Background: an optimization exercise with open tools, aiming at small area. Do not read the settings as production practice.
No functional check of the RTL was part of this run.

## design/flow/flow/run.sh

```bash
#!/bin/bash
# The standard ORFS flow (the standard.sh) with two arguments changed:
# the port buffers use the smallest buffer cell, and the clock tree is built
# from smaller clusters of smaller buffers, without dummy loads.
set -euo pipefail
bash standard.sh \
  'BUFFER_PORTS_ARGS=-buffer_cell sky130_fd_sc_hd__buf_1' \
  'CTS_ARGS=-sink_clustering_enable -repair_clock_nets -sink_clustering_size 16 -sink_clustering_max_diameter 80 -sink_buffer_max_cap_derate 1.0 -buf_list {sky130_fd_sc_hd__clkbuf_8} -dont_use_dummy_load' \
  finish > standard.log 2>&1
```

## design/flow/standard.sh

```bash
#!/bin/bash
# synth_recipe.tcl (not shown) runs the flow's synth.tcl, then flattens the netlist and writes it again
# the make line also repeats each setting of config.mk as NAME=value (left out here)
make -C /OpenROAD-flow-scripts/flow DESIGN_CONFIG=/design/flow/config.mk WORK_HOME=/design/flow/orfs CLKGATE_MAP_FILE= SYNTH_SCRIPT=/design/flow/synth_recipe.tcl "${@:-finish}"
```

## design/flow/config.mk

```make
export PLATFORM = sky130hd
export DESIGN_NAME = fir_filter
export DESIGN_NICKNAME = fir_filter
export VERILOG_FILES = /design/flow/design.v
export SDC_FILE = /design/flow/constraint.sdc
export NUM_CORES = 4
export LEC_CHECK = 0
export CAP_MARGIN = 20
export CORE_MARGIN = 2
export CORE_UTILIZATION = 70
export GPL_TIMING_DRIVEN = 0
export SLEW_MARGIN = 20
export SYNTH_HIERARCHICAL = 1
export SYNTH_MINIMUM_KEEP_SIZE = 0
```

## design/flow/constraint.sdc

```tcl
create_clock -name core_clock -period 8.0 [get_ports {CLK_Filter}]
set_input_delay 1.6000 -clock core_clock [delete_from_list [all_inputs] [get_ports {CLK_Filter}]]
set_output_delay 1.6000 -clock core_clock [all_outputs]
set_load 0.01 [all_outputs]
```

## design/flow/design.v

```verilog
module fir_filter (
    input CLK_Filter,
    input rst_n,
    input wire [7:0] filter_in,
    output wire [19:0] filter_out
);
  reg [7:0] d0;
  reg [7:0] d1;
  reg [7:0] d2;
  reg [7:0] d3;
  reg [7:0] d4;
  reg [7:0] d5;
  reg [7:0] d6;
  reg [7:0] d7;
  reg [7:0] d8;
  reg [7:0] d9;
  reg [7:0] d10;
  reg [7:0] d11;
  reg [7:0] d12;
  reg [7:0] d13;
  reg [7:0] d14;
  reg [7:0] d15;
  reg [7:0] d16;
  reg [7:0] d17;
  reg [7:0] d18;
  reg [7:0] d19;
  reg [7:0] d20;
  reg [7:0] d21;
  reg [7:0] d22;
  reg [7:0] d23;
  reg [7:0] d24;
  reg [19:0] q;
  reg [1:0] st;
  always @(posedge CLK_Filter or negedge rst_n) begin
    if (!rst_n) st <= 2'd0;
    else st <= {st[1] | st[0], st[1] | ~st[0]};
  end
  wire en = st[1] & st[0];
  wire [7:0] en8 = {8{en}};
  always @(posedge CLK_Filter) begin
    d0 <= filter_in;
    d1 <= d0;
    d2 <= d1;
    d3 <= ~(d2 & en8);
    d4 <= d3;
    d5 <= d4;
    d6 <= ~(d5 | ~en8);
    d7 <= d6;
    d8 <= d7;
    d9 <= ~(d8 & en8);
    d10 <= d9;
    d11 <= d10;
    d12 <= ~(d11 | ~en8);
    d13 <= d12;
    d14 <= ~(d13 & en8);
    d15 <= ~(d14 | ~en8);
    d16 <= d15;
    d17 <= d16;
    d18 <= ~(d17 & en8);
    d19 <= d18;
    d20 <= d19;
    d21 <= ~(d20 | ~en8);
    d22 <= d21;
    d23 <= d22;
    d24 <= ~(d23 & en8);
  end
  wire s0, c1;
  fir_ha us0 (.a(d4[0]), .b(d22[0]), .s(s0), .co(c1));
  wire s2, c3;
  fir_fa us2 (.a(d4[1]), .b(d22[1]), .ci(c1), .s(s2), .co(c3));
  wire s4, c5;
  fir_fa us4 (.a(d4[2]), .b(d22[2]), .ci(c3), .s(s4), .co(c5));
  wire s6, c7;
  fir_fa us6 (.a(d4[3]), .b(d22[3]), .ci(c5), .s(s6), .co(c7));
  wire s8, c9;
  fir_fa us8 (.a(d4[4]), .b(d22[4]), .ci(c7), .s(s8), .co(c9));
  wire s10, c11;
  fir_fa us10 (.a(d4[5]), .b(d22[5]), .ci(c9), .s(s10), .co(c11));
  wire s12, c13;
  fir_fa us12 (.a(d4[6]), .b(d22[6]), .ci(c11), .s(s12), .co(c13));
  wire s14, c15;
  fir_fa us14 (.a(d4[7]), .b(d22[7]), .ci(c13), .s(s14), .co(c15));
  wire s16, c17;
  fir_ha us16 (.a(d5[0]), .b(d21[0]), .s(s16), .co(c17));
  wire s18, c19;
  fir_fa us18 (.a(d5[1]), .b(d21[1]), .ci(c17), .s(s18), .co(c19));
  wire s20, c21;
  fir_fa us20 (.a(d5[2]), .b(d21[2]), .ci(c19), .s(s20), .co(c21));
  wire s22, c23;
  fir_fa us22 (.a(d5[3]), .b(d21[3]), .ci(c21), .s(s22), .co(c23));
  wire s24, c25;
  fir_fa us24 (.a(d5[4]), .b(d21[4]), .ci(c23), .s(s24), .co(c25));
  wire s26, c27;
  fir_fa us26 (.a(d5[5]), .b(d21[5]), .ci(c25), .s(s26), .co(c27));
  wire s28, c29;
  fir_fa us28 (.a(d5[6]), .b(d21[6]), .ci(c27), .s(s28), .co(c29));
  wire s30, c31;
  fir_fa us30 (.a(d5[7]), .b(d21[7]), .ci(c29), .s(s30), .co(c31));
  wire s32, c33;
  fir_fa us32 (.a(d8[0]), .b(d18[0]), .ci(1'b1), .s(s32), .co(c33));
  wire s34, c35;
  fir_fa us34 (.a(d8[1]), .b(d18[1]), .ci(c33), .s(s34), .co(c35));
  wire s36, c37;
  fir_fa us36 (.a(d8[2]), .b(d18[2]), .ci(c35), .s(s36), .co(c37));
  wire s38, c39;
  fir_fa us38 (.a(d8[3]), .b(d18[3]), .ci(c37), .s(s38), .co(c39));
  wire s40, c41;
  fir_fa us40 (.a(d8[4]), .b(d18[4]), .ci(c39), .s(s40), .co(c41));
  wire s42, c43;
  fir_fa us42 (.a(d8[5]), .b(d18[5]), .ci(c41), .s(s42), .co(c43));
  wire s44, c45;
  fir_fa us44 (.a(d8[6]), .b(d18[6]), .ci(c43), .s(s44), .co(c45));
  wire s46, c47;
  fir_fa us46 (.a(d8[7]), .b(d18[7]), .ci(c45), .s(s46), .co(c47));
  wire s48, c49;
  fir_ha us48 (.a(d9[0]), .b(d17[0]), .s(s48), .co(c49));
  wire s50, c51;
  fir_fa us50 (.a(d9[1]), .b(d17[1]), .ci(c49), .s(s50), .co(c51));
  wire s52, c53;
  fir_fa us52 (.a(d9[2]), .b(d17[2]), .ci(c51), .s(s52), .co(c53));
  wire s54, c55;
  fir_fa us54 (.a(d9[3]), .b(d17[3]), .ci(c53), .s(s54), .co(c55));
  wire s56, c57;
  fir_fa us56 (.a(d9[4]), .b(d17[4]), .ci(c55), .s(s56), .co(c57));
  wire s58, c59;
  fir_fa us58 (.a(d9[5]), .b(d17[5]), .ci(c57), .s(s58), .co(c59));
  wire s60, c61;
  fir_fa us60 (.a(d9[6]), .b(d17[6]), .ci(c59), .s(s60), .co(c61));
  wire s62, c63;
  fir_fa us62 (.a(d9[7]), .b(d17[7]), .ci(c61), .s(s62), .co(c63));
  wire s64, c65;
  fir_ha us64 (.a(d11[0]), .b(d15[0]), .s(s64), .co(c65));
  wire s66, c67;
  fir_fa us66 (.a(d11[1]), .b(d15[1]), .ci(c65), .s(s66), .co(c67));
  wire s68, c69;
  fir_fa us68 (.a(d11[2]), .b(d15[2]), .ci(c67), .s(s68), .co(c69));
  wire s70, c71;
  fir_fa us70 (.a(d11[3]), .b(d15[3]), .ci(c69), .s(s70), .co(c71));
  wire s72, c73;
  fir_fa us72 (.a(d11[4]), .b(d15[4]), .ci(c71), .s(s72), .co(c73));
  wire s74, c75;
  fir_fa us74 (.a(d11[5]), .b(d15[5]), .ci(c73), .s(s74), .co(c75));
  wire s76, c77;
  fir_fa us76 (.a(d11[6]), .b(d15[6]), .ci(c75), .s(s76), .co(c77));
  wire s78, c79;
  fir_fa us78 (.a(d11[7]), .b(d15[7]), .ci(c77), .s(s78), .co(c79));
  wire s80, c81;
  fir_ha us80 (.a(d12[0]), .b(d14[0]), .s(s80), .co(c81));
  wire s82, c83;
  fir_fa us82 (.a(d12[1]), .b(d14[1]), .ci(c81), .s(s82), .co(c83));
  wire s84, c85;
  fir_fa us84 (.a(d12[2]), .b(d14[2]), .ci(c83), .s(s84), .co(c85));
  wire s86, c87;
  fir_fa us86 (.a(d12[3]), .b(d14[3]), .ci(c85), .s(s86), .co(c87));
  wire s88, c89;
  fir_fa us88 (.a(d12[4]), .b(d14[4]), .ci(c87), .s(s88), .co(c89));
  wire s90, c91;
  fir_fa us90 (.a(d12[5]), .b(d14[5]), .ci(c89), .s(s90), .co(c91));
  wire s92, c93;
  fir_fa us92 (.a(d12[6]), .b(d14[6]), .ci(c91), .s(s92), .co(c93));
  wire s94, c95;
  fir_fa us94 (.a(d12[7]), .b(d14[7]), .ci(c93), .s(s94), .co(c95));
  wire n96 = ~s48;
  wire n97 = ~s64;
  wire s98, c99;
  fir_fa us98 (.a(s0), .b(s64), .ci(s50), .s(s98), .co(c99));
  wire n100 = ~s66;
  wire n101 = ~s98;
  wire s102, c103;
  fir_fa us102 (.a(s0), .b(s16), .ci(s2), .s(s102), .co(c103));
  wire s104, c105;
  fir_fa us104 (.a(s66), .b(s52), .ci(s68), .s(s104), .co(c105));
  wire s106, c107;
  fir_fa us106 (.a(c99), .b(s102), .ci(s104), .s(s106), .co(c107));
  wire n108 = ~s106;
  wire s109, c110;
  fir_fa us109 (.a(d3[0]), .b(d23[0]), .ci(s16), .s(s109), .co(c110));
  wire s111, c112;
  fir_fa us111 (.a(s64), .b(s2), .ci(s18), .s(s111), .co(c112));
  wire s113, c114;
  fir_fa us113 (.a(s109), .b(s4), .ci(s68), .s(s113), .co(c114));
  wire s115, c116;
  fir_fa us115 (.a(c103), .b(s111), .ci(s54), .s(s115), .co(c116));
  wire s117, c118;
  fir_fa us117 (.a(s70), .b(c105), .ci(s113), .s(s117), .co(c118));
  wire s119, c120;
  fir_fa us119 (.a(c107), .b(s115), .ci(s117), .s(s119), .co(c120));
  wire n121 = ~s119;
  wire s122, c123;
  fir_fa us122 (.a(d3[1]), .b(d23[1]), .ci(d10[0]), .s(s122), .co(c123));
  wire s124, c125;
  fir_fa us124 (.a(d16[0]), .b(s48), .ci(s122), .s(s124), .co(c125));
  wire s126, c127;
  fir_fa us126 (.a(c110), .b(s18), .ci(s66), .s(s126), .co(c127));
  wire s128, c129;
  fir_fa us128 (.a(s124), .b(s4), .ci(s20), .s(s128), .co(c129));
  wire s130, c131;
  fir_fa us130 (.a(c112), .b(s126), .ci(s6), .s(s130), .co(c131));
  wire s132, c133;
  fir_fa us132 (.a(s70), .b(c114), .ci(s128), .s(s132), .co(c133));
  wire s134, c135;
  fir_fa us134 (.a(s56), .b(s72), .ci(c116), .s(s134), .co(c135));
  wire s136, c137;
  fir_fa us136 (.a(c118), .b(s130), .ci(s132), .s(s136), .co(c137));
  wire s138, c139;
  fir_fa us138 (.a(s134), .b(c120), .ci(s136), .s(s138), .co(c139));
  wire n140 = ~s138;
  wire s141, c142;
  fir_fa us141 (.a(d3[2]), .b(d23[2]), .ci(d10[1]), .s(s141), .co(c142));
  wire s143, c144;
  fir_fa us143 (.a(d16[1]), .b(c123), .ci(s141), .s(s143), .co(c144));
  wire s145, c146;
  fir_fa us145 (.a(s50), .b(c125), .ci(s143), .s(s145), .co(c146));
  wire s147, c148;
  fir_fa us147 (.a(s20), .b(s68), .ci(c127), .s(s147), .co(c148));
  wire s149, c150;
  fir_fa us149 (.a(s6), .b(s22), .ci(c129), .s(s149), .co(c150));
  wire s151, c152;
  fir_fa us151 (.a(s145), .b(s147), .ci(s8), .s(s151), .co(c152));
  wire s153, c154;
  fir_fa us153 (.a(s72), .b(c131), .ci(c133), .s(s153), .co(c154));
  wire s155, c156;
  fir_fa us155 (.a(s149), .b(s58), .ci(s74), .s(s155), .co(c156));
  wire s157, c158;
  fir_fa us157 (.a(c135), .b(s151), .ci(c137), .s(s157), .co(c158));
  wire s159, c160;
  fir_fa us159 (.a(s153), .b(s155), .ci(c139), .s(s159), .co(c160));
  wire n161 = ~s157;
  wire n162 = ~s159;
  wire s163, c164;
  fir_fa us163 (.a(d3[3]), .b(d23[3]), .ci(d10[2]), .s(s163), .co(c164));
  wire s165, c166;
  fir_fa us165 (.a(d16[2]), .b(c142), .ci(s163), .s(s165), .co(c166));
  wire s167, c168;
  fir_fa us167 (.a(c144), .b(s165), .ci(s52), .s(s167), .co(c168));
  wire s169, c170;
  fir_fa us169 (.a(c146), .b(s22), .ci(s70), .s(s169), .co(c170));
  wire s171, c172;
  fir_fa us171 (.a(c148), .b(s167), .ci(s8), .s(s171), .co(c172));
  wire s173, c174;
  fir_fa us173 (.a(s24), .b(c150), .ci(s169), .s(s173), .co(c174));
  wire s175, c176;
  fir_fa us175 (.a(s10), .b(s74), .ci(c152), .s(s175), .co(c176));
  wire s177, c178;
  fir_fa us177 (.a(c154), .b(s171), .ci(s173), .s(s177), .co(c178));
  wire s179, c180;
  fir_fa us179 (.a(s60), .b(s76), .ci(c156), .s(s179), .co(c180));
  wire s181, c182;
  fir_fa us181 (.a(s175), .b(c158), .ci(s177), .s(s181), .co(c182));
  wire s183, c184;
  fir_fa us183 (.a(s179), .b(c160), .ci(s181), .s(s183), .co(c184));
  wire n185 = ~s183;
  wire s186, c187;
  fir_fa us186 (.a(d3[4]), .b(d23[4]), .ci(d10[3]), .s(s186), .co(c187));
  wire s188, c189;
  fir_fa us188 (.a(d16[3]), .b(c164), .ci(s186), .s(s188), .co(c189));
  wire s190, c191;
  fir_fa us190 (.a(c166), .b(s188), .ci(s54), .s(s190), .co(c191));
  wire s192, c193;
  fir_fa us192 (.a(c168), .b(s24), .ci(s72), .s(s192), .co(c193));
  wire s194, c195;
  fir_fa us194 (.a(c170), .b(s190), .ci(s10), .s(s194), .co(c195));
  wire s196, c197;
  fir_fa us196 (.a(s26), .b(c172), .ci(c174), .s(s196), .co(c197));
  wire s198, c199;
  fir_fa us198 (.a(s192), .b(s12), .ci(s76), .s(s198), .co(c199));
  wire s200, c201;
  fir_fa us200 (.a(c176), .b(s194), .ci(c178), .s(s200), .co(c201));
  wire s202, c203;
  fir_fa us202 (.a(s196), .b(c180), .ci(s62), .s(s202), .co(c203));
  wire s204, c205;
  fir_fa us204 (.a(s78), .b(s198), .ci(c182), .s(s204), .co(c205));
  wire s206, c207;
  fir_fa us206 (.a(s200), .b(s202), .ci(s204), .s(s206), .co(c207));
  wire n208 = ~c184;
  wire n209 = ~s206;
  wire s210, c211;
  fir_fa us210 (.a(d3[5]), .b(d23[5]), .ci(d10[4]), .s(s210), .co(c211));
  wire s212, c213;
  fir_fa us212 (.a(d16[4]), .b(c187), .ci(s210), .s(s212), .co(c213));
  wire s214, c215;
  fir_fa us214 (.a(c189), .b(s212), .ci(s56), .s(s214), .co(c215));
  wire s216, c217;
  fir_fa us216 (.a(c191), .b(s26), .ci(s74), .s(s216), .co(c217));
  wire s218, c219;
  fir_fa us218 (.a(c193), .b(s214), .ci(s12), .s(s218), .co(c219));
  wire s220, c221;
  fir_fa us220 (.a(s28), .b(c195), .ci(c197), .s(s220), .co(c221));
  wire s222, c223;
  fir_fa us222 (.a(s216), .b(c63), .ci(c79), .s(s222), .co(c223));
  wire s224, c225;
  fir_fa us224 (.a(c199), .b(s14), .ci(s78), .s(s224), .co(c225));
  wire s226, c227;
  fir_fa us226 (.a(s218), .b(c201), .ci(s220), .s(s226), .co(c227));
  wire s228, c229;
  fir_fa us228 (.a(c203), .b(s222), .ci(s224), .s(s228), .co(c229));
  wire s230, c231;
  fir_fa us230 (.a(c205), .b(s226), .ci(s228), .s(s230), .co(c231));
  wire n232 = ~c207;
  wire n233 = ~s230;
  wire s234, c235;
  fir_fa us234 (.a(d3[6]), .b(d23[6]), .ci(d10[5]), .s(s234), .co(c235));
  wire s236, c237;
  fir_fa us236 (.a(d16[5]), .b(c211), .ci(s234), .s(s236), .co(c237));
  wire s238, c239;
  fir_fa us238 (.a(c213), .b(s236), .ci(s58), .s(s238), .co(c239));
  wire s240, c241;
  fir_fa us240 (.a(c215), .b(s28), .ci(s76), .s(s240), .co(c241));
  wire s242, c243;
  fir_fa us242 (.a(c217), .b(s238), .ci(c15), .s(s242), .co(c243));
  wire s244, c245;
  fir_fa us244 (.a(c79), .b(c219), .ci(s14), .s(s244), .co(c245));
  wire s246, c247;
  fir_fa us246 (.a(s30), .b(c221), .ci(s240), .s(s246), .co(c247));
  wire s248, c249;
  fir_fa us248 (.a(c223), .b(c225), .ci(s242), .s(s248), .co(c249));
  wire s250, c251;
  fir_fa us250 (.a(s244), .b(s246), .ci(c227), .s(s250), .co(c251));
  wire s252, c253;
  fir_fa us252 (.a(c229), .b(s248), .ci(s250), .s(s252), .co(c253));
  wire n254 = ~c231;
  wire n255 = ~s252;
  wire s256, c257;
  fir_fa us256 (.a(d3[7]), .b(d23[7]), .ci(d10[6]), .s(s256), .co(c257));
  wire s258, c259;
  fir_fa us258 (.a(d16[6]), .b(c235), .ci(s256), .s(s258), .co(c259));
  wire s260, c261;
  fir_fa us260 (.a(c237), .b(s258), .ci(s60), .s(s260), .co(c261));
  wire s262, c263;
  fir_fa us262 (.a(c239), .b(c15), .ci(c31), .s(s262), .co(c263));
  wire s264, c265;
  fir_fa us264 (.a(c241), .b(s30), .ci(s78), .s(s264), .co(c265));
  wire s266, c267;
  fir_fa us266 (.a(s260), .b(c243), .ci(c245), .s(s266), .co(c267));
  wire s268, c269;
  fir_fa us268 (.a(s262), .b(c247), .ci(s264), .s(s268), .co(c269));
  wire s270, c271;
  fir_fa us270 (.a(c249), .b(s266), .ci(c251), .s(s270), .co(c271));
  wire s272, c273;
  fir_fa us272 (.a(s268), .b(s270), .ci(c253), .s(s272), .co(c273));
  wire n274 = ~s272;
  wire s275, c276;
  fir_fa us275 (.a(d10[7]), .b(d16[7]), .ci(c257), .s(s275), .co(c276));
  wire s277, c278;
  fir_fa us277 (.a(c259), .b(s275), .ci(c31), .s(s277), .co(c278));
  wire s279, c280;
  fir_fa us279 (.a(c79), .b(c261), .ci(s62), .s(s279), .co(c280));
  wire s281, c282;
  fir_fa us281 (.a(c263), .b(c265), .ci(s277), .s(s281), .co(c282));
  wire s283, c284;
  fir_fa us283 (.a(s279), .b(c267), .ci(c269), .s(s283), .co(c284));
  wire s285, c286;
  fir_fa us285 (.a(s281), .b(c271), .ci(s283), .s(s285), .co(c286));
  wire n287 = ~c273;
  wire n288 = ~s285;
  wire s289, c290;
  fir_fa us289 (.a(c276), .b(c63), .ci(c278), .s(s289), .co(c290));
  wire s291, c292;
  fir_fa us291 (.a(c280), .b(c282), .ci(s289), .s(s291), .co(c292));
  wire n293 = ~c284;
  wire n294 = ~c286;
  wire n295 = ~s291;
  wire n296 = ~c290;
  wire n297 = ~c292;
  wire s298, c299;
  fir_fa us298 (.a(q[0]), .b(n96), .ci(n97), .s(s298), .co(c299));
  wire s300, c301;
  fir_fa us300 (.a(q[1]), .b(d2[0]), .ci(d24[0]), .s(s300), .co(c301));
  wire s302, c303;
  fir_fa us302 (.a(s80), .b(s32), .ci(s300), .s(s302), .co(c303));
  wire s304, c305;
  fir_fa us304 (.a(c299), .b(n100), .ci(s302), .s(s304), .co(c305));
  wire s306, c307;
  fir_fa us306 (.a(q[2]), .b(d2[1]), .ci(d24[1]), .s(s306), .co(c307));
  wire s308, c309;
  fir_fa us308 (.a(s80), .b(c301), .ci(s306), .s(s308), .co(c309));
  wire s310, c311;
  fir_fa us310 (.a(s82), .b(s34), .ci(c303), .s(s310), .co(c311));
  wire s312, c313;
  fir_fa us312 (.a(s308), .b(c305), .ci(s310), .s(s312), .co(c313));
  wire s314, c315;
  fir_fa us314 (.a(q[3]), .b(d2[2]), .ci(d24[2]), .s(s314), .co(c315));
  wire s316, c317;
  fir_fa us316 (.a(c307), .b(s314), .ci(s82), .s(s316), .co(c317));
  wire s318, c319;
  fir_fa us318 (.a(c309), .b(s84), .ci(s316), .s(s318), .co(c319));
  wire s320, c321;
  fir_fa us320 (.a(s36), .b(c311), .ci(s318), .s(s320), .co(c321));
  wire s322, c323;
  fir_fa us322 (.a(c313), .b(s320), .ci(n121), .s(s322), .co(c323));
  wire s324, c325;
  fir_fa us324 (.a(q[4]), .b(d2[3]), .ci(d24[3]), .s(s324), .co(c325));
  wire s326, c327;
  fir_fa us326 (.a(d6[0]), .b(d20[0]), .ci(d7[0]), .s(s326), .co(c327));
  wire s328, c329;
  fir_fa us328 (.a(d19[0]), .b(c315), .ci(s32), .s(s328), .co(c329));
  wire s330, c331;
  fir_fa us330 (.a(s324), .b(s326), .ci(s328), .s(s330), .co(c331));
  wire s332, c333;
  fir_fa us332 (.a(s84), .b(c317), .ci(s86), .s(s332), .co(c333));
  wire s334, c335;
  fir_fa us334 (.a(s330), .b(c319), .ci(s38), .s(s334), .co(c335));
  wire s336, c337;
  fir_fa us336 (.a(s332), .b(c321), .ci(s334), .s(s336), .co(c337));
  wire s338, c339;
  fir_fa us338 (.a(s336), .b(c323), .ci(n140), .s(s338), .co(c339));
  wire s340, c341;
  fir_fa us340 (.a(q[5]), .b(d2[4]), .ci(d24[4]), .s(s340), .co(c341));
  wire s342, c343;
  fir_fa us342 (.a(d6[1]), .b(d20[1]), .ci(d7[1]), .s(s342), .co(c343));
  wire s344, c345;
  fir_fa us344 (.a(d19[1]), .b(c325), .ci(c327), .s(s344), .co(c345));
  wire s346, c347;
  fir_fa us346 (.a(s340), .b(s342), .ci(s34), .s(s346), .co(c347));
  wire s348, c349;
  fir_fa us348 (.a(c329), .b(s344), .ci(c331), .s(s348), .co(c349));
  wire s350, c351;
  fir_fa us350 (.a(s346), .b(s86), .ci(s88), .s(s350), .co(c351));
  wire s352, c353;
  fir_fa us352 (.a(c333), .b(s348), .ci(s40), .s(s352), .co(c353));
  wire s354, c355;
  fir_fa us354 (.a(c335), .b(s350), .ci(c337), .s(s354), .co(c355));
  wire s356, c357;
  fir_fa us356 (.a(s352), .b(s354), .ci(n161), .s(s356), .co(c357));
  wire s358, c359;
  fir_fa us358 (.a(c339), .b(s356), .ci(n162), .s(s358), .co(c359));
  wire s360, c361;
  fir_fa us360 (.a(q[6]), .b(d2[5]), .ci(1'b1), .s(s360), .co(c361));
  wire s362, c363;
  fir_fa us362 (.a(d24[5]), .b(d6[2]), .ci(d20[2]), .s(s362), .co(c363));
  wire s364, c365;
  fir_fa us364 (.a(d7[2]), .b(d19[2]), .ci(c341), .s(s364), .co(c365));
  wire s366, c367;
  fir_fa us366 (.a(c343), .b(s360), .ci(s362), .s(s366), .co(c367));
  wire s368, c369;
  fir_fa us368 (.a(c345), .b(s364), .ci(s366), .s(s368), .co(c369));
  wire s370, c371;
  fir_fa us370 (.a(s36), .b(c347), .ci(s368), .s(s370), .co(c371));
  wire s372, c373;
  fir_fa us372 (.a(c349), .b(s88), .ci(s370), .s(s372), .co(c373));
  wire s374, c375;
  fir_fa us374 (.a(s90), .b(c351), .ci(s42), .s(s374), .co(c375));
  wire s376, c377;
  fir_fa us376 (.a(c353), .b(s372), .ci(c355), .s(s376), .co(c377));
  wire s378, c379;
  fir_fa us378 (.a(s374), .b(s376), .ci(c357), .s(s378), .co(c379));
  wire s380, c381;
  fir_fa us380 (.a(c359), .b(s378), .ci(n185), .s(s380), .co(c381));
  wire s382, c383;
  fir_fa us382 (.a(q[7]), .b(d2[6]), .ci(d24[6]), .s(s382), .co(c383));
  wire s384, c385;
  fir_fa us384 (.a(d6[3]), .b(d20[3]), .ci(d7[3]), .s(s384), .co(c385));
  wire s386, c387;
  fir_fa us386 (.a(d19[3]), .b(c361), .ci(c363), .s(s386), .co(c387));
  wire s388, c389;
  fir_fa us388 (.a(s382), .b(s384), .ci(c365), .s(s388), .co(c389));
  wire s390, c391;
  fir_fa us390 (.a(c367), .b(s386), .ci(s388), .s(s390), .co(c391));
  wire s392, c393;
  fir_fa us392 (.a(c369), .b(s38), .ci(s390), .s(s392), .co(c393));
  wire s394, c395;
  fir_fa us394 (.a(c371), .b(s90), .ci(s392), .s(s394), .co(c395));
  wire s396, c397;
  fir_fa us396 (.a(c373), .b(s92), .ci(s394), .s(s396), .co(c397));
  wire s398, c399;
  fir_fa us398 (.a(s44), .b(c375), .ci(c377), .s(s398), .co(c399));
  wire s400, c401;
  fir_fa us400 (.a(s396), .b(s398), .ci(c379), .s(s400), .co(c401));
  wire s402, c403;
  fir_fa us402 (.a(n208), .b(s400), .ci(n209), .s(s402), .co(c403));
  wire s404, c405;
  fir_fa us404 (.a(q[8]), .b(d2[7]), .ci(d24[7]), .s(s404), .co(c405));
  wire s406, c407;
  fir_fa us406 (.a(d6[4]), .b(d20[4]), .ci(d7[4]), .s(s406), .co(c407));
  wire s408, c409;
  fir_fa us408 (.a(d19[4]), .b(c383), .ci(c385), .s(s408), .co(c409));
  wire s410, c411;
  fir_fa us410 (.a(s404), .b(s406), .ci(c387), .s(s410), .co(c411));
  wire s412, c413;
  fir_fa us412 (.a(s408), .b(c389), .ci(s410), .s(s412), .co(c413));
  wire s414, c415;
  fir_fa us414 (.a(c391), .b(s412), .ci(s40), .s(s414), .co(c415));
  wire s416, c417;
  fir_fa us416 (.a(c393), .b(s414), .ci(s92), .s(s416), .co(c417));
  wire s418, c419;
  fir_fa us418 (.a(c395), .b(s94), .ci(s416), .s(s418), .co(c419));
  wire s420, c421;
  fir_fa us420 (.a(c397), .b(s46), .ci(s418), .s(s420), .co(c421));
  wire s422, c423;
  fir_fa us422 (.a(c399), .b(s420), .ci(c401), .s(s422), .co(c423));
  wire s424, c425;
  fir_fa us424 (.a(n232), .b(n233), .ci(s422), .s(s424), .co(c425));
  wire s426, c427;
  fir_fa us426 (.a(q[9]), .b(d6[5]), .ci(d20[5]), .s(s426), .co(c427));
  wire s428, c429;
  fir_fa us428 (.a(d7[5]), .b(d19[5]), .ci(c405), .s(s428), .co(c429));
  wire s430, c431;
  fir_fa us430 (.a(c407), .b(s426), .ci(c409), .s(s430), .co(c431));
  wire s432, c433;
  fir_fa us432 (.a(s428), .b(c411), .ci(s430), .s(s432), .co(c433));
  wire s434, c435;
  fir_fa us434 (.a(c413), .b(s432), .ci(s42), .s(s434), .co(c435));
  wire s436, c437;
  fir_fa us436 (.a(c415), .b(c95), .ci(s434), .s(s436), .co(c437));
  wire s438, c439;
  fir_fa us438 (.a(c417), .b(s94), .ci(c47), .s(s438), .co(c439));
  wire s440, c441;
  fir_fa us440 (.a(s436), .b(c419), .ci(s438), .s(s440), .co(c441));
  wire s442, c443;
  fir_fa us442 (.a(c421), .b(s440), .ci(n254), .s(s442), .co(c443));
  wire s444, c445;
  fir_fa us444 (.a(c423), .b(n255), .ci(s442), .s(s444), .co(c445));
  wire s446, c447;
  fir_fa us446 (.a(q[10]), .b(d6[6]), .ci(d20[6]), .s(s446), .co(c447));
  wire s448, c449;
  fir_fa us448 (.a(d7[6]), .b(d19[6]), .ci(c427), .s(s448), .co(c449));
  wire s450, c451;
  fir_fa us450 (.a(s446), .b(c429), .ci(s448), .s(s450), .co(c451));
  wire s452, c453;
  fir_fa us452 (.a(c431), .b(s450), .ci(c433), .s(s452), .co(c453));
  wire s454, c455;
  fir_fa us454 (.a(s452), .b(s44), .ci(c435), .s(s454), .co(c455));
  wire s456, c457;
  fir_fa us456 (.a(c95), .b(c437), .ci(s454), .s(s456), .co(c457));
  wire s458, c459;
  fir_fa us458 (.a(c439), .b(s456), .ci(c441), .s(s458), .co(c459));
  wire s460, c461;
  fir_fa us460 (.a(s458), .b(c443), .ci(n274), .s(s460), .co(c461));
  wire s462, c463;
  fir_fa us462 (.a(q[11]), .b(d6[7]), .ci(d20[7]), .s(s462), .co(c463));
  wire s464, c465;
  fir_fa us464 (.a(d7[7]), .b(d19[7]), .ci(c447), .s(s464), .co(c465));
  wire s466, c467;
  fir_fa us466 (.a(s462), .b(c449), .ci(s464), .s(s466), .co(c467));
  wire s468, c469;
  fir_fa us468 (.a(c451), .b(s466), .ci(c453), .s(s468), .co(c469));
  wire s470, c471;
  fir_fa us470 (.a(s468), .b(s46), .ci(c455), .s(s470), .co(c471));
  wire s472, c473;
  fir_fa us472 (.a(c457), .b(s470), .ci(c459), .s(s472), .co(c473));
  wire s474, c475;
  fir_fa us474 (.a(s472), .b(n287), .ci(n288), .s(s474), .co(c475));
  wire s476, c477;
  fir_fa us476 (.a(q[12]), .b(c463), .ci(c465), .s(s476), .co(c477));
  wire s478, c479;
  fir_fa us478 (.a(c467), .b(s476), .ci(c469), .s(s478), .co(c479));
  wire s480, c481;
  fir_fa us480 (.a(s478), .b(c47), .ci(c471), .s(s480), .co(c481));
  wire s482, c483;
  fir_fa us482 (.a(s480), .b(n293), .ci(n295), .s(s482), .co(c483));
  wire s484, c485;
  fir_fa us484 (.a(c473), .b(n294), .ci(s482), .s(s484), .co(c485));
  wire s486, c487;
  fir_fa us486 (.a(q[13]), .b(c477), .ci(c479), .s(s486), .co(c487));
  wire s488, c489;
  fir_fa us488 (.a(s486), .b(n296), .ci(c481), .s(s488), .co(c489));
  wire s490, c491;
  fir_fa us490 (.a(n297), .b(s488), .ci(c483), .s(s490), .co(c491));
  wire s492, c493;
  fir_fa us492 (.a(q[14]), .b(c487), .ci(c489), .s(s492), .co(c493));
  wire s494, c495;
  fir_ha us494 (.a(q[15]), .b(c493), .s(s494), .co(c495));
  wire s496, c497;
  fir_ha us496 (.a(q[16]), .b(c495), .s(s496), .co(c497));
  wire s498, c499;
  fir_ha us498 (.a(q[17]), .b(c497), .s(s498), .co(c499));
  wire s500, c501;
  fir_ha us500 (.a(q[18]), .b(c499), .s(s500), .co(c501));
  wire s502, c503;
  fir_fa us502 (.a(q[19]), .b(c501), .ci(1'b1), .s(s502), .co(c503));
  wire s504, c505;
  fir_ha us504 (.a(n101), .b(s304), .s(s504), .co(c505));
  wire s506, c507;
  fir_fa us506 (.a(c505), .b(s312), .ci(n108), .s(s506), .co(c507));
  wire s508, c509;
  fir_ha us508 (.a(c507), .b(s322), .s(s508), .co(c509));
  wire s510, c511;
  fir_ha us510 (.a(c509), .b(s338), .s(s510), .co(c511));
  wire s512, c513;
  fir_ha us512 (.a(c511), .b(s358), .s(s512), .co(c513));
  wire s514, c515;
  fir_ha us514 (.a(c513), .b(s380), .s(s514), .co(c515));
  wire s516, c517;
  fir_fa us516 (.a(c381), .b(c515), .ci(s402), .s(s516), .co(c517));
  wire s518, c519;
  fir_fa us518 (.a(c403), .b(s424), .ci(c517), .s(s518), .co(c519));
  wire s520, c521;
  fir_fa us520 (.a(c425), .b(s444), .ci(c519), .s(s520), .co(c521));
  wire s522, c523;
  fir_ha us522 (.a(c445), .b(s460), .s(s522), .co(c523));
  wire s524, c525;
  fir_ha us524 (.a(c461), .b(s474), .s(s524), .co(c525));
  wire s526, c527;
  fir_ha us526 (.a(c475), .b(s484), .s(s526), .co(c527));
  wire s528, c529;
  fir_ha us528 (.a(s490), .b(c485), .s(s528), .co(c529));
  wire s530, c531;
  fir_ha us530 (.a(s492), .b(c491), .s(s530), .co(c531));
  wire n532 = ~s494;
  wire n533 = ~s496;
  wire n534 = ~s498;
  wire n535 = ~s500;
  wire g536 = c523 | (s522 & c521);
  wire g537 = c527 | (s526 & c525);
  wire a538 = s526 & s524;
  wire g539 = c531 | (s530 & c529);
  wire a540 = s530 & s528;
  wire g541 = s496 | (n533 & s494);
  wire a542 = n533 & n532;
  wire g543 = s500 | (n535 & s498);
  wire a544 = n535 & n534;
  wire g545 = c525 | (s524 & g536);
  wire g546 = g537 | (a538 & g536);
  wire g547 = s494 | (n532 & g539);
  wire a548 = n532 & a540;
  wire g549 = g541 | (a542 & g539);
  wire a550 = a542 & a540;
  wire a551 = s502 & g543;
  wire a552 = s502 & a544;
  wire g553 = c529 | (s528 & g546);
  wire g554 = g539 | (a540 & g546);
  wire g555 = g547 | (a548 & g546);
  wire g556 = g549 | (a550 & g546);
  wire g557 = s498 | (n534 & g556);
  wire g558 = g543 | (a544 & g556);
  wire g559 = a551 | (a552 & g556);
  wire o560 = s522 ^ c521;
  wire o561 = s524 ^ g536;
  wire o562 = s526 ^ g545;
  wire o563 = s528 ^ g546;
  wire o564 = s530 ^ g553;
  wire o565 = n532 ^ g554;
  wire o566 = n533 ^ g555;
  wire o567 = n534 ^ g556;
  wire o568 = n535 ^ g557;
  wire o569 = s502 ^ g558;
  wire [19:0] y = {o569, o568, o567, o566, o565, o564, o563, o562, o561, o560, s520, s518, s516, s514, s512, s510, s508, s506, s504, s298};
  always @(posedge CLK_Filter or negedge rst_n) begin
    if (!rst_n) q <= 20'd0;
    else q <= y & {20{en}};
  end
  assign filter_out = q;
endmodule
module fir_fa (input a, input b, input ci, output s, output co);
  assign s = a ^ b ^ ci;
  assign co = (a & b) | (a & ci) | (b & ci);
endmodule
module fir_ha (input a, input b, output s, output co);
  assign s = a ^ b;
  assign co = a & b;
endmodule
```

==> run notes <==
final cells by class:
class                           instances  area (um2)  area share [%]
Tap cell                              184       230.2           2.115
Timing Repair Buffer                   33       140.1           1.287
Multi-Input combinational cell        377        5589           51.35
Sequential cell                       222        4554           41.84
Clock buffer                           17       234.0           2.150
Inverter                               25       93.84          0.8622
Buffer                                 11       42.54          0.3908
path summary, 6_finish.rpt:
| path | slack (ns) | start | endpoint | cells past startpoint |
|---|---|---|---|---|
| worst max-delay path | 0.25 | d8[0] | q[18] | 21 |
| worst min-delay path | 0.33 | d1[7] | d2[7] | 0 |
| worst max register to register | 0.25 | d8[0] | q[18] | 21 |
| worst min register to register | 0.33 | d1[7] | d2[7] | 0 |
| max in group asynchronous | 6.56 | rst_n | q[18] | 1 |
| min in group asynchronous | 1.07 | rst_n | q[19] | 1 |
layout by cell type (no fill, tap or decap):
cell / Yosys / routed
conb_1: 1 / 3
nor2b_1: 1 / 1
nor4_4: 1 / 1
fa_1: 235 / 224
or2_2: 2 / 2
clkbuf_1: 9 / 9
nand2b_1: 1 / 1
and2_1: 1 / 1
clkbuf_2: 0 / 1
xor2_1: 2 / 2
buf_4: 0 / 4
ha_1: 23 / 22
nor2_1: 41 / 41
dfrtp_1: 22 / 22
fa_2: 0 / 11
o21ai_0: 1 / 1
nor3_2: 1 / 1
a21o_1: 1 / 1
xnor2_1: 2 / 2
a21oi_1: 1 / 1
nand2_1: 43 / 43
dfxtp_1: 200 / 200
ha_2: 0 / 1
and3_1: 13 / 13
a21oi_2: 2 / 2
a21o_2: 1 / 1
nand3_2: 1 / 1
o211ai_1: 1 / 1
buf_1: 1 / 29
inv_1: 25 / 25
buf_2: 1 / 1
clkbuf_8: 0 / 17
layer usage:
layer | up-vias | GRT usage (%)
met3 | 39 | 3.166
met2 | 74 | 46.68
li1 | 2020 | -
met1 | 2425 | 36.81
met5 | - | 0
met4 | 0 | 10.13
cell usage after synthesis:
master    instances
and2_1            1
clkbuf_1          9
and3_1           13
xnor2_1           2
o21ai_0           1
nor2b_1           1
nor4_4            1
conb_1            1
a21o_2            1
dfrtp_1          22
buf_1             1
a21oi_1           1
dfxtp_1         200
xor2_1            2
o211ai_1          1
a21o_1            1
fa_1            235
nand3_2           1
nor3_2            1
a21oi_2           2
nand2_1          43
inv_1            25
buf_2             1
nand2b_1          1
or2_2             2
ha_1             23
nor2_1           41
per-module statistics from Yosys (local to each module, per instance):
module      flops+latches  copies in the design
fir_filter            222                     1
fir_fa                  0                   235
fir_ha                  0                    19
timing repair:
item	in CTS	in global routing
setup endpoints to repair	0	4
endpoints found under the hold margin	0	0
setup buffers	0	4
gates resized for setup	0	12
cells by family after synthesis:
group / Yosys count / share of synthesized area, %
xor+xnor: 4 / 0.3421
simple gates: 105 / 4.581
buf+inv: 36 / 1.331
other cells: 1 / 0.03661
flops: 222 / 44.47
fa+ha+maj: 258 / 48.74
compound gates: 7 / 0.5009
through the flow:
step | cell area [um2] | setup WS, ns
2_1_floorplan | 10250 | 0.5370
3_3_place_gp | 10590 | 0.08223
3_5_place_dp | 10590 | 0.04465
4_1_cts | 10820 | 0.02502
5_1_grt | 10880 | 0.001204
6_report | 10880 | 0.2459
==> impl_metrics.ini <==
[cells_and_area]
num_antenna_cells = 0
fill_cells = 931
fin_cells = 869
utilization_pct = 75.46
largest_reg_flops = 20
syn_to_final_growth_pct = 6.267
final_layout_size_suffix_gt1_share_pct = 6.277
fin_nets = 955
regMostFlops = q

[route]
met3_length_um = 464
firstDrtPassIters = 4
wl_met1_um = 7217
num_vias = 4558
drt_iter0_markers = 224
remaining_drc_errors = 0
highest_layer = met4
post_drt_via_cell_ratio = 5.245
routedWlPerCell_um = 21.35
ant_nets = 0
wl_met2_um = 10030
wl_um = 18560

[placement]
io_buffer_count = 29
gp_congestion = 0.8553
dpl.cell_count = 848
dp_hpwl_um = 16250

[global_routing]
grt_pass1_vias = 5641
grt_max_degree = 23
grt_first_pass_wirelength_um = 31310
grt_overflow = 0
grt_usage_pct = 27.19
antenna_found_initial = 0

[timing]
whs_ns = 0.3332
final-hold-violation-count = 0
fin_crit_sh_pct = 96.93
max_freq_mhz = 129.0
maxSlewHeadroom_pct = 46.08
finalSetupViolations = 0
fin_crit_ns = 7.754
skew_ns = 0.009857
report.final.slew_viol_count = 0
rsz0062_at_grt = false
tightest_slew_ns = 0.8088
setup_tns_ns = 0

[die]
start_util_pct = 71.01
fp.dieH_um = 125.0
die_area_um2 = 15620
die_w_um = 125.0
fp-row-count = 44
boundaryPins = 30
fp.coreArea_um2 = 14420

[synthesis]
netlist_instances = 633
syn_area_per_cell_um2 = 16.18
yosysUniqueCellTypes = 27
ys_ff_latch = 222
yosys_warnings = 7
synthTopCellsByArea = fa_1 46%, dfxtp_1 39%, dfrtp_1 5.4%, ha_1 2.8%, nand2_1 1.6%
syn_area_um2 = 10240
synth_top_area_share_pct = 45.93
synth_top_area_cell = fa_1
ys_seq_area_share_pct = 44.47

[clock_network]
cts-root-buf = clkbuf_8
clk_pin_slew_ns = 0.10
cts_sinks = 222
h-tree-depth = 1
hold_buffers = 0
clkLatencyLatePin_ns = 0.50
clock_path_buffers = 3
cts_tree = done
cts-buffers-inserted = 17

[setup_path]
worst-path-max-fanout = 3
arrival_ns = 8.14
cp_slowest_cell = fa_2
start_kind = register
worstPathCellList = fa_1 > fa_1 > fa_2 > fa_2 > fa_1 > fa_1 > fa_1 > fa_1 > fa_1 > fa_2 > fa_1 > fa_1 > fa_1 > fa_1 > ha_1 > o211ai_1 > a21oi_2 > nor4_4 > ha_2 > xnor2_1 > nor2_1
crit_type = register to register
critPathBufInv = 0
required_ns = 8.38
end_kind = register
path_common_cell = fa_1
cpLargestDelayFamily = adder cells
critPathMaxStageDelay_ns = 0.62

[hold_path]
hold_class = register to register

[run_status]
status = timing/DRC/antenna clean

[flow_run]
drv_cap = 0

## re-timing with driven ports
Ports are ideal in the flow. The routed layout listed here was re-timed in OpenROAD.
Step 1: set_driving_cell puts a clkbuf_16 on CLK_Filter and a buf_2 on each other input, an assumption about the parent block.
Step 2, shift: input delay + t, output delay - t, t = (earliest + latest rising clock arrival at the registers) / 2. This alone moves slack from input paths to output paths.
a / b / c = ideal / step 1 / step 2; a / b = the first two.
shift t [ns]: 0.536
slack for setup (ns): 0.246 / 0.246 / 0.246
worst data-port slew with drivers (ns): 0.03
pins driven straight from the clock port: 1
After both steps setup and hold are still met in this run. For this run, drivers alone change the setup slack by 0.000 ns; drivers and shift together by 0.000 ns.
